Background: an optimization exercise with open tools, aiming at small area. Do not read the settings as production practice. Function was checked by simulation only, so behaviour that the tests miss may differ from the original. Power figures rest on the tool's default switching activity, not on a simulated workload.

Setup of the reference run:
// lcd_fsm
module lcd_fsm(
    input clk,
    input reset,
    input play_sw,
    input mov_up,
    input mov_dwn,
    input sel,
    input vol_dwn,
    input vol_up,
    input wrt_ack,
    input audio_rdy,
    input data_present_bro,
    input ram_rdy,
    output wrt_req,
    output write_enb,
    output read_req,
    output read_ack,
    output [7:0] lcd_state,
    output [4:0] vol_level,
    output [25:0] addr,
    output reg [7:0] leds
    );
clock: 5.0 ns
lec_check: 0
cap_margin: 0
core_margin: 2
core_utilization: 70
gpl_timing_driven: 0
place_density: 0.85
slew_margin: 0
standard.sh (not shown) runs the stock make flow with config.mk's settings and CLKGATE_MAP_FILE= SYNTH_SCRIPT=/design/flow/synth_recipe.tcl, a recipe that flattens the netlist after the stock synthesis.
==> flow/flow/run.sh <==
#!/bin/bash
# Standard synthesis, then an area re-mapping of its combinational logic
# (registers kept as they are), then the standard layout with small port
# buffers, one shared tie cell and a clock tree without dummy loads.
set -euo pipefail
export BUFFER_PORTS_ARGS="-buffer_cell sky130_fd_sc_hd__buf_1"
export SKIP_REPAIR_TIE_FANOUT=1
export CTS_ARGS="-sink_clustering_enable -repair_clock_nets -buf_list sky130_fd_sc_hd__clkbuf_8 -dont_use_dummy_load"
bash standard.sh synth > synth.log 2>&1
R=$PWD/orfs/results/sky130hd/lcd_fsm/base
cp $R/1_2_yosys.v std_synth.v
# re-map with a few seeds of ABC's deep synthesis; keep the smallest
for s in 1 2 3 4; do
  sed "s/SEED/$s/" flow/area.abc > remap_$s.abc
  REMAP_IN=$PWD/std_synth.v REMAP_OUT=$PWD/remapped_$s.v REMAP_SCRIPT=$PWD/remap_$s.abc \
  REMAP_STAT=$PWD/remap_stat_$s.log yosys -c flow/remap.tcl > remap_$s.log 2>&1 &
done
wait
best=""; besta=""
for s in 1 2 3 4; do
  a=$(awk '/Chip area/ {print $NF}' remap_stat_$s.log 2>/dev/null || true)
  [[ -n "$a" ]] || continue
  if [[ -z "$besta" ]] || awk "BEGIN {exit !($a < $besta)}"; then best=$s; besta=$a; fi
done
echo "seed $best area $besta" > remap_choice.log
cp remapped_$best.v remapped.v
# absorb inverters on register outputs; keep the result only if it is proven equal
cp remapped.v final_synth.v
if python3 flow/peephole.py remapped.v peephole.v > peephole.log 2>&1 && \
   EQ_GOLD=$PWD/remapped.v EQ_GATE=$PWD/peephole.v yosys -c flow/equiv.tcl > equiv.log 2>&1; then
  cp peephole.v final_synth.v
fi
cp final_synth.v $R/1_2_yosys.v
bash standard.sh > layout.log 2>&1
Other scripts of this flow, unchanged in this note and not shown: flow/flow/area.abc, flow/flow/equiv.tcl, flow/flow/peephole.py, flow/flow/remap.tcl
What the trial run does differently from the reference run at the input level:
diff --git a/flow/flow/run.sh b/flow/flow/run.sh
--- a/flow/flow/run.sh
+++ b/flow/flow/run.sh
@@ -13,4 +13,7 @@
-for s in 1 2 3 4; do
-  sed "s/SEED/$s/" flow/area.abc > remap_$s.abc
-  REMAP_IN=$PWD/std_synth.v REMAP_OUT=$PWD/remapped_$s.v REMAP_SCRIPT=$PWD/remap_$s.abc \
-  REMAP_STAT=$PWD/remap_stat_$s.log yosys -c flow/remap.tcl > remap_$s.log 2>&1 &
+for batch in "1 2 3 4" "5 6 7 8"; do
+  for s in $batch; do
+    sed "s/SEED/$s/" flow/area.abc > remap_$s.abc
+    REMAP_IN=$PWD/std_synth.v REMAP_OUT=$PWD/remapped_$s.v REMAP_SCRIPT=$PWD/remap_$s.abc \
+    REMAP_STAT=$PWD/remap_stat_$s.log yosys -c flow/remap.tcl > remap_$s.log 2>&1 &
+  done
+  wait
@@ -18 +20,0 @@
-wait
@@ -20 +22 @@
-for s in 1 2 3 4; do
+for s in 1 2 3 4 5 6 7 8; do
==> comparison <==
Summary — flop-to-flop setup slack, the trial run relative to the reference run: lower, by 240 ps. Looking at slowest library cell on the worst path, the sky130_fd_sc_hd__a2111o_1 result is from the trial run; the sky130_fd_sc_hd__nor4_1 one comes from the reference run. The reference run ended up with trk[1] as its critical path startpoint; the trial run ended up with trk[0]. The reference run → the trial run: routed wire length now sits lower; headroom to the max-slew limit now sits lower. Going from the reference run to the trial run, cell area after synthesis moved down, cell depth of the worst setup path moved down, period utilization moved up, number of gates resized after CTS moved up, total placed cells including tap cells moved down. Est. power | the trial run vs the reference run | the trial run higher. Of the trial run and the reference run, only the trial run fails to finish with a clean layout. Layout checks on the trial run: not met. Flow itself completed; violations: negative setup slack.

lcd_fsm, a different RTL version from the one above (not shown whole).
For scale: ~1,100 cells after synthesis, about 6600 µm² of cells after synthesis.
export LEC_CHECK = 0
export ABC_AREA = 1
export CAP_MARGIN = 20
export CORE_MARGIN = 2
export CORE_UTILIZATION = 70
export PLACE_DENSITY = 0.8
export SLEW_MARGIN = 20
create_clock -name core_clock -period 5.0 [get_ports {clk}]
run.sh (not shown) runs the stock make flow with config.mk's settings and CLKGATE_MAP_FILE= SYNTH_SCRIPT=/design/flow/synth_recipe.tcl, a recipe that flattens the netlist after the stock synthesis.
Stock flow here: none of the scripts above is used.
Rerun with:
--- a/flow/config.mk
+++ b/flow/config.mk
@@ -7,7 +7,6 @@
 export LEC_CHECK = 0
-export ABC_AREA = 1
 export CAP_MARGIN = 20
 export CORE_MARGIN = 2
-export CORE_UTILIZATION = 70
-export PLACE_DENSITY = 0.8
+export CORE_UTILIZATION = 40
+export PLACE_DENSITY = 0.6
 export SLEW_MARGIN = 20
Effect: The new run produced a clean layout. Worst setup slack improves by 0.086 ns. Count of clock-buffer cells in the layout rises by 1. Sequential power is lower by about 20%. First-iteration DRC count decreases by 26%. Core utilization came out lower by 32 points. Power came out lower by 35%. Design area increases by 5.8%. Wire length rose by 5.3%. Global-route usage shrinks by 16 points. Fmax goes up by 2.2%. Synthesized area goes up by 1.9%.

Another version of the RTL of lcd_fsm (not shown whole).
For scale: about 560 cells after synthesis, ~63 I/O pins, about 0.0042 mm² of cells after synthesis.
==> flow/config.mk <==
export PLATFORM = sky130hd
export DESIGN_NAME = lcd_fsm
export DESIGN_NICKNAME = lcd_fsm
export VERILOG_FILES = /design/flow/design.v
export SDC_FILE = /design/flow/constraint.sdc
export NUM_CORES = 4
export LEC_CHECK = 0
export CAP_MARGIN = 0
export CORE_MARGIN = 2
export CORE_UTILIZATION = 70
export GPL_TIMING_DRIVEN = 0
export PLACE_DENSITY = 0.85
export SLEW_MARGIN = 0
==> flow/constraint.sdc <==
create_clock -name core_clock -period 5.0 [get_ports {clk}]
set_input_delay 1.0000 -clock core_clock [delete_from_list [all_inputs] [get_ports {clk}]]
set_output_delay 1.0000 -clock core_clock [all_outputs]
set_load 0.01 [all_outputs]
standard.sh (not shown) runs the stock make flow with config.mk's settings and CLKGATE_MAP_FILE= SYNTH_SCRIPT=/design/flow/synth_recipe.tcl, a recipe that flattens the netlist after the stock synthesis.
==> flow/flow/run.sh <==
#!/bin/bash
# Standard synthesis, then an area re-mapping of its combinational logic
# (registers kept as they are), then the standard layout with small port
# buffers, one shared tie cell and a clock tree without dummy loads.
set -euo pipefail
export BUFFER_PORTS_ARGS="-buffer_cell sky130_fd_sc_hd__buf_1"
export SKIP_REPAIR_TIE_FANOUT=1
export CTS_ARGS="-sink_clustering_enable -repair_clock_nets -buf_list sky130_fd_sc_hd__clkbuf_8 -dont_use_dummy_load"
bash standard.sh synth > synth.log 2>&1
R=$PWD/orfs/results/sky130hd/lcd_fsm/base
cp $R/1_2_yosys.v std_synth.v
REMAP_IN=$PWD/std_synth.v REMAP_OUT=$PWD/remapped.v REMAP_SCRIPT=$PWD/flow/area.abc \
  yosys -c flow/remap.tcl > remap.log 2>&1
# absorb inverters on register outputs; keep the result only if it is proven equal
cp remapped.v final_synth.v
if python3 flow/peephole.py remapped.v peephole.v > peephole.log 2>&1 && \
   EQ_GOLD=$PWD/remapped.v EQ_GATE=$PWD/peephole.v yosys -c flow/equiv.tcl > equiv.log 2>&1; then
  cp peephole.v final_synth.v
fi
cp final_synth.v $R/1_2_yosys.v
bash standard.sh > layout.log 2>&1
==> flow/flow/area.abc <==
strash
&get -n
&deepsyn -T 60
&put
dch -f
amap
==> flow/flow/equiv.tcl <==
# Prove that the peephole netlist does what the re-mapped netlist does
# (registers paired by name).
yosys -import
set lib $::env(FLOW_HOME)/platforms/sky130hd/lib/sky130_fd_sc_hd__tt_025C_1v80.lib
read_liberty -ignore_miss_func $lib
read_verilog $::env(EQ_GOLD)
rename $::env(FLOW_TOP) gold
read_verilog $::env(EQ_GATE)
rename $::env(FLOW_TOP) gate
flatten
opt_clean
equiv_make gold gate eq
hierarchy -top eq
equiv_simple -seq 2
equiv_induct
equiv_status -assert
==> flow/flow/remap.tcl <==
# Re-map the combinational logic of the standard synthesis netlist for area.
# Registers and tie cells are kept as they are (same cells, same names).
yosys -import
set lib $::env(FLOW_HOME)/platforms/sky130hd/lib/sky130_fd_sc_hd__tt_025C_1v80.lib
read_liberty -ignore_miss_func $lib
read_verilog $::env(REMAP_IN)
hierarchy -top $::env(FLOW_TOP)
blackbox sky130_fd_sc_hd__*df* sky130_fd_sc_hd__conb_1
flatten
opt -purge
abc -liberty $lib -dont_use *lpflow* -dont_use *probe* -script $::env(REMAP_SCRIPT)
opt_clean -purge
splitnets
opt_clean -purge
hilomap -singleton -hicell sky130_fd_sc_hd__conb_1 HI -locell sky130_fd_sc_hd__conb_1 LO
tee -o remap_stat.log stat -liberty $lib
write_verilog -noattr -nohex -nodec $::env(REMAP_OUT)
Other scripts of this flow, unchanged in this note and not shown: flow/flow/peephole.py
The first run passed the timing, DRC and antenna checks.
Change:
--- a/flow/flow/run.sh
+++ b/flow/flow/run.sh
@@ -11,4 +11,17 @@
 cp $R/1_2_yosys.v std_synth.v
-REMAP_IN=$PWD/std_synth.v REMAP_OUT=$PWD/remapped.v REMAP_SCRIPT=$PWD/flow/area.abc \
-  yosys -c flow/remap.tcl > remap.log 2>&1
+# re-map with a few seeds of ABC's deep synthesis; keep the smallest
+for s in 1 2 3 4; do
+  sed "s/SEED/$s/" flow/area.abc > remap_$s.abc
+  REMAP_IN=$PWD/std_synth.v REMAP_OUT=$PWD/remapped_$s.v REMAP_SCRIPT=$PWD/remap_$s.abc \
+  REMAP_STAT=$PWD/remap_stat_$s.log yosys -c flow/remap.tcl > remap_$s.log 2>&1 &
+done
+wait
+best=""; besta=""
+for s in 1 2 3 4; do
+  a=$(awk '/Chip area/ {print $NF}' remap_stat_$s.log 2>/dev/null || true)
+  [[ -n "$a" ]] || continue
+  if [[ -z "$besta" ]] || awk "BEGIN {exit !($a < $besta)}"; then best=$s; besta=$a; fi
+done
+echo "seed $best area $besta" > remap_choice.log
+cp remapped_$best.v remapped.v
 # absorb inverters on register outputs; keep the result only if it is proven equal
==> flow/flow/area.abc (replaced) <==
strash
&get -n
&deepsyn -T 30 -S SEED
&put
dch -f
amap
--- a/flow/flow/equiv.tcl
+++ b/flow/flow/equiv.tcl
@@ -6,5 +6,5 @@
 read_verilog $::env(EQ_GOLD)
-rename $::env(FLOW_TOP) gold
+yosys rename $::env(FLOW_TOP) gold
 read_verilog $::env(EQ_GATE)
-rename $::env(FLOW_TOP) gate
+yosys rename $::env(FLOW_TOP) gate
 flatten
--- a/flow/flow/remap.tcl
+++ b/flow/flow/remap.tcl
@@ -15,3 +15,3 @@
 hilomap -singleton -hicell sky130_fd_sc_hd__conb_1 HI -locell sky130_fd_sc_hd__conb_1 LO
-tee -o remap_stat.log stat -liberty $lib
+tee -o $::env(REMAP_STAT) stat -liberty $lib
 write_verilog -noattr -nohex -nodec $::env(REMAP_OUT)
Outcome: Register-to-register slack gets better by 0.02 ns. Via count drops by about 5%. Cell count drops by 3.3%.

Another version of the RTL of lcd_fsm (not shown whole).
Size: ~560 cells after synthesis, about 63 I/O pins, roughly 4300 um2 of cells after synthesis.
==> flow/config.mk <==
export PLATFORM = sky130hd
export DESIGN_NAME = lcd_fsm
export DESIGN_NICKNAME = lcd_fsm
export VERILOG_FILES = /design/flow/design.v
export SDC_FILE = /design/flow/constraint.sdc
export NUM_CORES = 4
export LEC_CHECK = 0
export CAP_MARGIN = 0
export CORE_MARGIN = 2
export CORE_UTILIZATION = 70
export GPL_TIMING_DRIVEN = 0
export PLACE_DENSITY = 0.85
export SLEW_MARGIN = 0
==> flow/constraint.sdc <==
create_clock -name core_clock -period 5.0 [get_ports {clk}]
set_input_delay 1.0000 -clock core_clock [delete_from_list [all_inputs] [get_ports {clk}]]
set_output_delay 1.0000 -clock core_clock [all_outputs]
set_load 0.01 [all_outputs]
==> flow/flow/run.sh <==
#!/bin/bash
# Standard synthesis, then an area re-mapping of its combinational logic,
# then the standard layout with small port buffers and a clock tree without
# dummy loads.
set -euo pipefail
export BUFFER_PORTS_ARGS="-buffer_cell sky130_fd_sc_hd__buf_1"
export SKIP_REPAIR_TIE_FANOUT=1
export CTS_ARGS="-sink_clustering_enable -repair_clock_nets -buf_list sky130_fd_sc_hd__clkbuf_8 -dont_use_dummy_load"
bash standard.sh synth > synth.log 2>&1
R=$PWD/orfs/results/sky130hd/lcd_fsm/base
cp $R/1_2_yosys.v std_synth.v
REMAP_IN=$PWD/std_synth.v REMAP_OUT=$PWD/remapped.v REMAP_SCRIPT=$PWD/flow/area.abc \
  yosys -c flow/remap.tcl > remap.log 2>&1
cp remapped.v $R/1_2_yosys.v
bash standard.sh > layout.log 2>&1
==> flow/flow/area.abc <==
strash
&get -n
&deepsyn -T 60
&put
dch -f
amap
==> flow/flow/remap.tcl <==
# Re-map the combinational logic of the standard synthesis netlist for area.
# Registers and tie cells are kept as they are (same cells, same names).
yosys -import
set lib $::env(FLOW_HOME)/platforms/sky130hd/lib/sky130_fd_sc_hd__tt_025C_1v80.lib
read_liberty -ignore_miss_func $lib
read_verilog $::env(REMAP_IN)
hierarchy -top $::env(FLOW_TOP)
blackbox sky130_fd_sc_hd__*df* sky130_fd_sc_hd__conb_1
flatten
opt -purge
abc -liberty $lib -dont_use *lpflow* -dont_use *probe* -script $::env(REMAP_SCRIPT)
opt_clean -purge
splitnets
opt_clean -purge
hilomap -singleton -hicell sky130_fd_sc_hd__conb_1 HI -locell sky130_fd_sc_hd__conb_1 LO
tee -o remap_stat.log stat -liberty $lib
write_verilog -noattr -nohex -nodec $::env(REMAP_OUT)
Next try:
--- a/flow/flow/run.sh
+++ b/flow/flow/run.sh
@@ -5,5 +5,4 @@
 set -euo pipefail
 export BUFFER_PORTS_ARGS="-buffer_cell sky130_fd_sc_hd__buf_1"
-export SKIP_REPAIR_TIE_FANOUT=1
 export CTS_ARGS="-sink_clustering_enable -repair_clock_nets -buf_list sky130_fd_sc_hd__clkbuf_8 -dont_use_dummy_load"
 bash standard.sh synth > synth.log 2>&1
--- a/flow/config.mk
+++ b/flow/config.mk
@@ -8,6 +8,6 @@
 export CAP_MARGIN = 0
 export CORE_MARGIN = 2
-export CORE_UTILIZATION = 70
+export CORE_UTILIZATION = 60
 export GPL_TIMING_DRIVEN = 0
-export PLACE_DENSITY = 0.85
+export PLACE_DENSITY = 0.75
 export SLEW_MARGIN = 0
=> Setup slack gets better by 87 ps. Wire length decreases by 3.0%. Synthesized area is unchanged. Fmax climbs by about 1.9%. Non-clock buffer count is unchanged. Combinational power fell by about 3%.

== main ==
Another version of the RTL of lcd_fsm (not shown whole).
Size: roughly 63 I/O pins, roughly 4100 um^2 of cells after synthesis.
Settings: LEC_CHECK=0, CAP_MARGIN=0, CORE_MARGIN=2, CORE_UTILIZATION=70, GPL_TIMING_DRIVEN=0, PLACE_DENSITY=0.85, SLEW_MARGIN=0; clock period 5.0 ns.
==> flow/flow/run.sh <==
#!/bin/bash
# Standard synthesis, then an area re-mapping of its combinational logic
# (registers kept as they are), then the standard layout with small port
# buffers, one shared tie cell and a clock tree without dummy loads.
set -euo pipefail
export BUFFER_PORTS_ARGS="-buffer_cell sky130_fd_sc_hd__buf_1"
export SKIP_REPAIR_TIE_FANOUT=1
export CTS_ARGS="-sink_clustering_enable -repair_clock_nets -buf_list sky130_fd_sc_hd__clkbuf_8 -dont_use_dummy_load"
bash standard.sh synth > synth.log 2>&1
R=$PWD/orfs/results/sky130hd/lcd_fsm/base
cp $R/1_2_yosys.v std_synth.v
# re-map with a few seeds of ABC's deep synthesis; keep the smallest
for s in 1 2 3 4; do
  sed "s/SEED/$s/" flow/area.abc > remap_$s.abc
  REMAP_IN=$PWD/std_synth.v REMAP_OUT=$PWD/remapped_$s.v REMAP_SCRIPT=$PWD/remap_$s.abc \
  REMAP_STAT=$PWD/remap_stat_$s.log yosys -c flow/remap.tcl > remap_$s.log 2>&1 &
done
wait
best=""; besta=""
for s in 1 2 3 4; do
  a=$(awk '/Chip area/ {print $NF}' remap_stat_$s.log 2>/dev/null || true)
  [[ -n "$a" ]] || continue
  if [[ -z "$besta" ]] || awk "BEGIN {exit !($a < $besta)}"; then best=$s; besta=$a; fi
done
echo "seed $best area $besta" > remap_choice.log
cp remapped_$best.v remapped.v
# absorb inverters on register outputs; keep the result only if it is proven equal
cp remapped.v final_synth.v
if python3 flow/peephole.py remapped.v peephole.v > peephole.log 2>&1 && \
   EQ_GOLD=$PWD/remapped.v EQ_GATE=$PWD/peephole.v yosys -c flow/equiv.tcl > equiv.log 2>&1; then
  cp peephole.v final_synth.v
fi
cp final_synth.v $R/1_2_yosys.v
bash standard.sh > layout.log 2>&1
==> flow/flow/peephole.py <==
#!/usr/bin/env python3
"""Absorb inverters on register outputs into the gates they feed.

Reads a flat gate-level netlist written by Yosys (one module, sky130hd
cells), and rewrites every

    inv(Q of a register) -> only load: one input of an o22ai

as a single o2bb2ai that takes the register output directly.  The partner
input of that o22ai input pair is needed inverted; it is taken from the input
of the inverter that drives it if there is one, else from a new inverter that
is shared by all the rewrites that need it.  The function of the netlist is
unchanged:

    o22ai:   Y = !((A1 | A2) & (B1 | B2))
    o2bb2ai: Y = !((!A1_N | !A2_N) & (B1 | B2))

usage: peephole.py IN.v OUT.v
"""
import re
import sys

P = "sky130_fd_sc_hd__"
CELL_RE = re.compile(r"^  (" + P + r"\w+) (\S+)\s+\((.*?)\n  \);\n", re.S | re.M)
PIN_RE = re.compile(r"\.(\w+)\(([^()]*?)\)")
OUT_PINS = ("X", "Y", "Q", "Q_N", "HI", "LO")


def esc(net):
    # escaped identifiers end at white space
    return net + " " if net.startswith("\\") else net


def main():
    src = open(sys.argv[1]).read()
    cells = []
    for m in CELL_RE.finditer(src):
        pins = {k: v.strip() for k, v in PIN_RE.findall(m.group(3))}
        cells.append({"type": m.group(1), "name": m.group(2), "pins": pins,
                      "span": m.span()})
    ports = set()
    for m in re.finditer(r"^\s*(?:input|output|inout)\s+(?:\[[^\]]*\]\s*)?(\w+)\s*;", src, re.M):
        ports.add(m.group(1))

    def base(net):
        return re.sub(r"\s*\[.*$", "", net.lstrip("\\")).strip()

    drv = {}
    loads = {}
    for c in cells:
        for k, v in c["pins"].items():
            if k in OUT_PINS:
                drv[v] = (c, k)
            else:
                loads.setdefault(v, []).append((c, k))
    # nets used by assign statements count as extra loads
    for m in re.finditer(r"^\s*assign\s+(.*?)\s*=\s*(.*?)\s*;", src, re.M):
        loads.setdefault(m.group(2).strip(), []).append((None, None))

    def is_inv(c):
        return re.match(P + r"(clk)?inv_\d+$", c["type"]) is not None

    def is_reg(c):
        return "df" in c["type"]

    new_invs = {}
    remove = set()
    replace = {}
    nrew = 0
    for c in cells:
        if not is_inv(c) or c["name"] in remove:
            continue
        q = c["pins"].get("A")
        nq = c["pins"].get("Y")
        if q not in drv or not is_reg(drv[q][0]):
            continue
        if base(nq) in ports:
            continue
        ld = loads.get(nq, [])
        if len(ld) != 1 or ld[0][0] is None:
            continue
        g, pin = ld[0]
        if not re.match(P + r"o22ai_1$", g["type"]) or g["name"] in replace:
            continue
        p = g["pins"]
        pair = {"A1": "A2", "A2": "A1", "B1": "B2", "B2": "B1"}
        partner = p[pair[pin]]
        other = ("B1", "B2") if pin in ("A1", "A2") else ("A1", "A2")
        # the partner, inverted
        if partner == nq:
            continue
        if partner in drv and is_inv(drv[partner][0]):
            npartner = drv[partner][0]["pins"]["A"]
        else:
            if partner not in new_invs:
                new_invs[partner] = "_peep_inv_%d_" % len(new_invs)
            npartner = new_invs[partner]
        replace[g["name"]] = {"A1_N": q, "A2_N": npartner,
                              "B1": p[other[0]], "B2": p[other[1]], "Y": p["Y"]}
        remove.add(c["name"])
        nrew += 1

    # rebuild the text
    out = []
    pos = 0
    for c in cells:
        s, e = c["span"]
        out.append(src[pos:s])
        pos = e
        if c["name"] in remove:
            continue
        if c["name"] in replace:
            r = replace[c["name"]]
            body = ",\n".join("    .%s(%s)" % (k, esc(r[k])) for k in ("A1_N", "A2_N", "B1", "B2", "Y"))
            out.append("  %so2bb2ai_1 _peep_%s_ (\n%s\n  );\n" % (P, c["name"].strip("\\_ "), body))
        else:
            out.append(src[s:e])
    out.append(src[pos:])
    text = "".join(out)
    if new_invs:
        decl = "".join("  wire %s;\n" % w for w in new_invs.values())
        insts = "".join("  %sinv_1 %s (\n    .A(%s),\n    .Y(%s)\n  );\n" % (P, w + "cell", esc(n), w)
                        for n, w in new_invs.items())
        i = text.index("\nendmodule")
        text = text[:i] + "\n" + insts + text[i:]
        # declarations right after the module header
        j = text.index(");\n", text.index("module ")) + 3
        text = text[:j] + decl + text[j:]
    open(sys.argv[2], "w").write(text)
    print("rewrites %d, new inverters %d" % (nrew, len(new_invs)))


if __name__ == "__main__":
    main()
Other scripts of this flow, unchanged in this note and not shown: flow/flow/area.abc, flow/flow/equiv.tcl, flow/flow/remap.tcl
No stage failed in main, and the final checks on the layout all came back clean.
diff inputs: main => the feature branch
--- a/flow/flow/peephole.py
+++ b/flow/flow/peephole.py
@@ -68,0 +69 @@
+    undo = {}
@@ -100,0 +102 @@
+        undo[g["name"]] = c["name"]
@@ -101,0 +104,13 @@
+
+    users = {}
+    for gname, r in replace.items():
+        if r["A2_N"] in new_invs.values():
+            users.setdefault(r["A2_N"], []).append(gname)
+    for w, gl in users.items():
+        if len(gl) * 1.25 <= 3.75:
+            for gname in gl:
+                del replace[gname]
+                remove.discard(undo[gname])
+                nrew -= 1
+            for n in [n for n, x in new_invs.items() if x == w]:
+                del new_invs[n]
--- a/flow/config.mk
+++ b/flow/config.mk
@@ -10 +10 @@
-export CORE_UTILIZATION = 70
+export CORE_UTILIZATION = 85
@@ -12 +12 @@
-export PLACE_DENSITY = 0.85
+export PLACE_DENSITY = 0.92
Findings:
- main went all the way through synthesis, placement and routing and the layout is clean on timing, DRC and antenna.
- In the summary table, the feature branch is marked failed, with error GPL-0301 raised in global placement without I/O.
- The starting density of the core in the feature branch was higher than what main gave.
- In terms of gate count after technology mapping, the feature branch and main differ only marginally.
- Sort the feature branch and main by die span in y, ascending, and the feature branch comes first.
- Number of rows created at floorplan in the feature branch is 3 below main.
- Post-synthesis cell area: the feature branch vs main — no meaningful difference
- Between the feature branch and main, the difference in post-synthesis area per instance is negligible.
- Against main, the feature branch comes in about 9% lower on x dimension of the die.

==> port drivers added, routing unchanged <==
How much do the figures lean on ideal ports? The routed layouts below were timed once more, with nothing changed but the port constraints.
Step 1 assumes that a clkbuf_16 drives the clock port and a buf_2 every other input.
Step 2 also shifts input and output timing later by t, the mid clock arrival at the registers, as if the neighbouring blocks saw the same clock.
Slacks: ideal / step 1 / step 2; pairs: ideal / step 1.
run | t (ns) | setup slack, ns | worst setup path after step 2 | latest minus earliest clock arrival (ns) | worst slew at a driven data input, ns
the reference run | 0.398 | 0.227 / 0.227 / 0.227 | register to register | 0.027 / 0.027 | 0.03
the trial run | 0.386 | -0.010 / -0.010 / -0.010 | register to register | 0.025 / 0.024 | 0.03
the first run of note 2 | 0.415 | 0.925 / 0.891 / 1.059 | input to register | 0.009 / 0.009 | 0.03
the second run of note 2 | 0.403 | 1.011 / 1.011 / 0.941 | input to register | 0.012 / 0.012 | 0.03
the first run of note 3 | 0.383 | 0.250 / 0.250 / 0.250 | register to register | 0.025 / 0.025 | 0.03
the second run of note 3 | 0.391 | 0.269 / 0.269 / 0.269 | register to register | 0.026 / 0.026 | 0.03
the first run of note 4 | 0.402 | 0.238 / 0.238 / 0.238 | register to register | 0.017 / 0.016 | 0.03
the second run of note 4 | 0.391 | 0.325 / 0.325 / 0.325 | register to register | 0.026 / 0.027 | 0.03
main | 0.385 | 0.238 / 0.238 / 0.166 | input to register | 0.022 / 0.023 | 0.03
For main, which loses most, drivers alone change the setup slack by 0.000 ns; drivers and shift together by -0.072 ns.
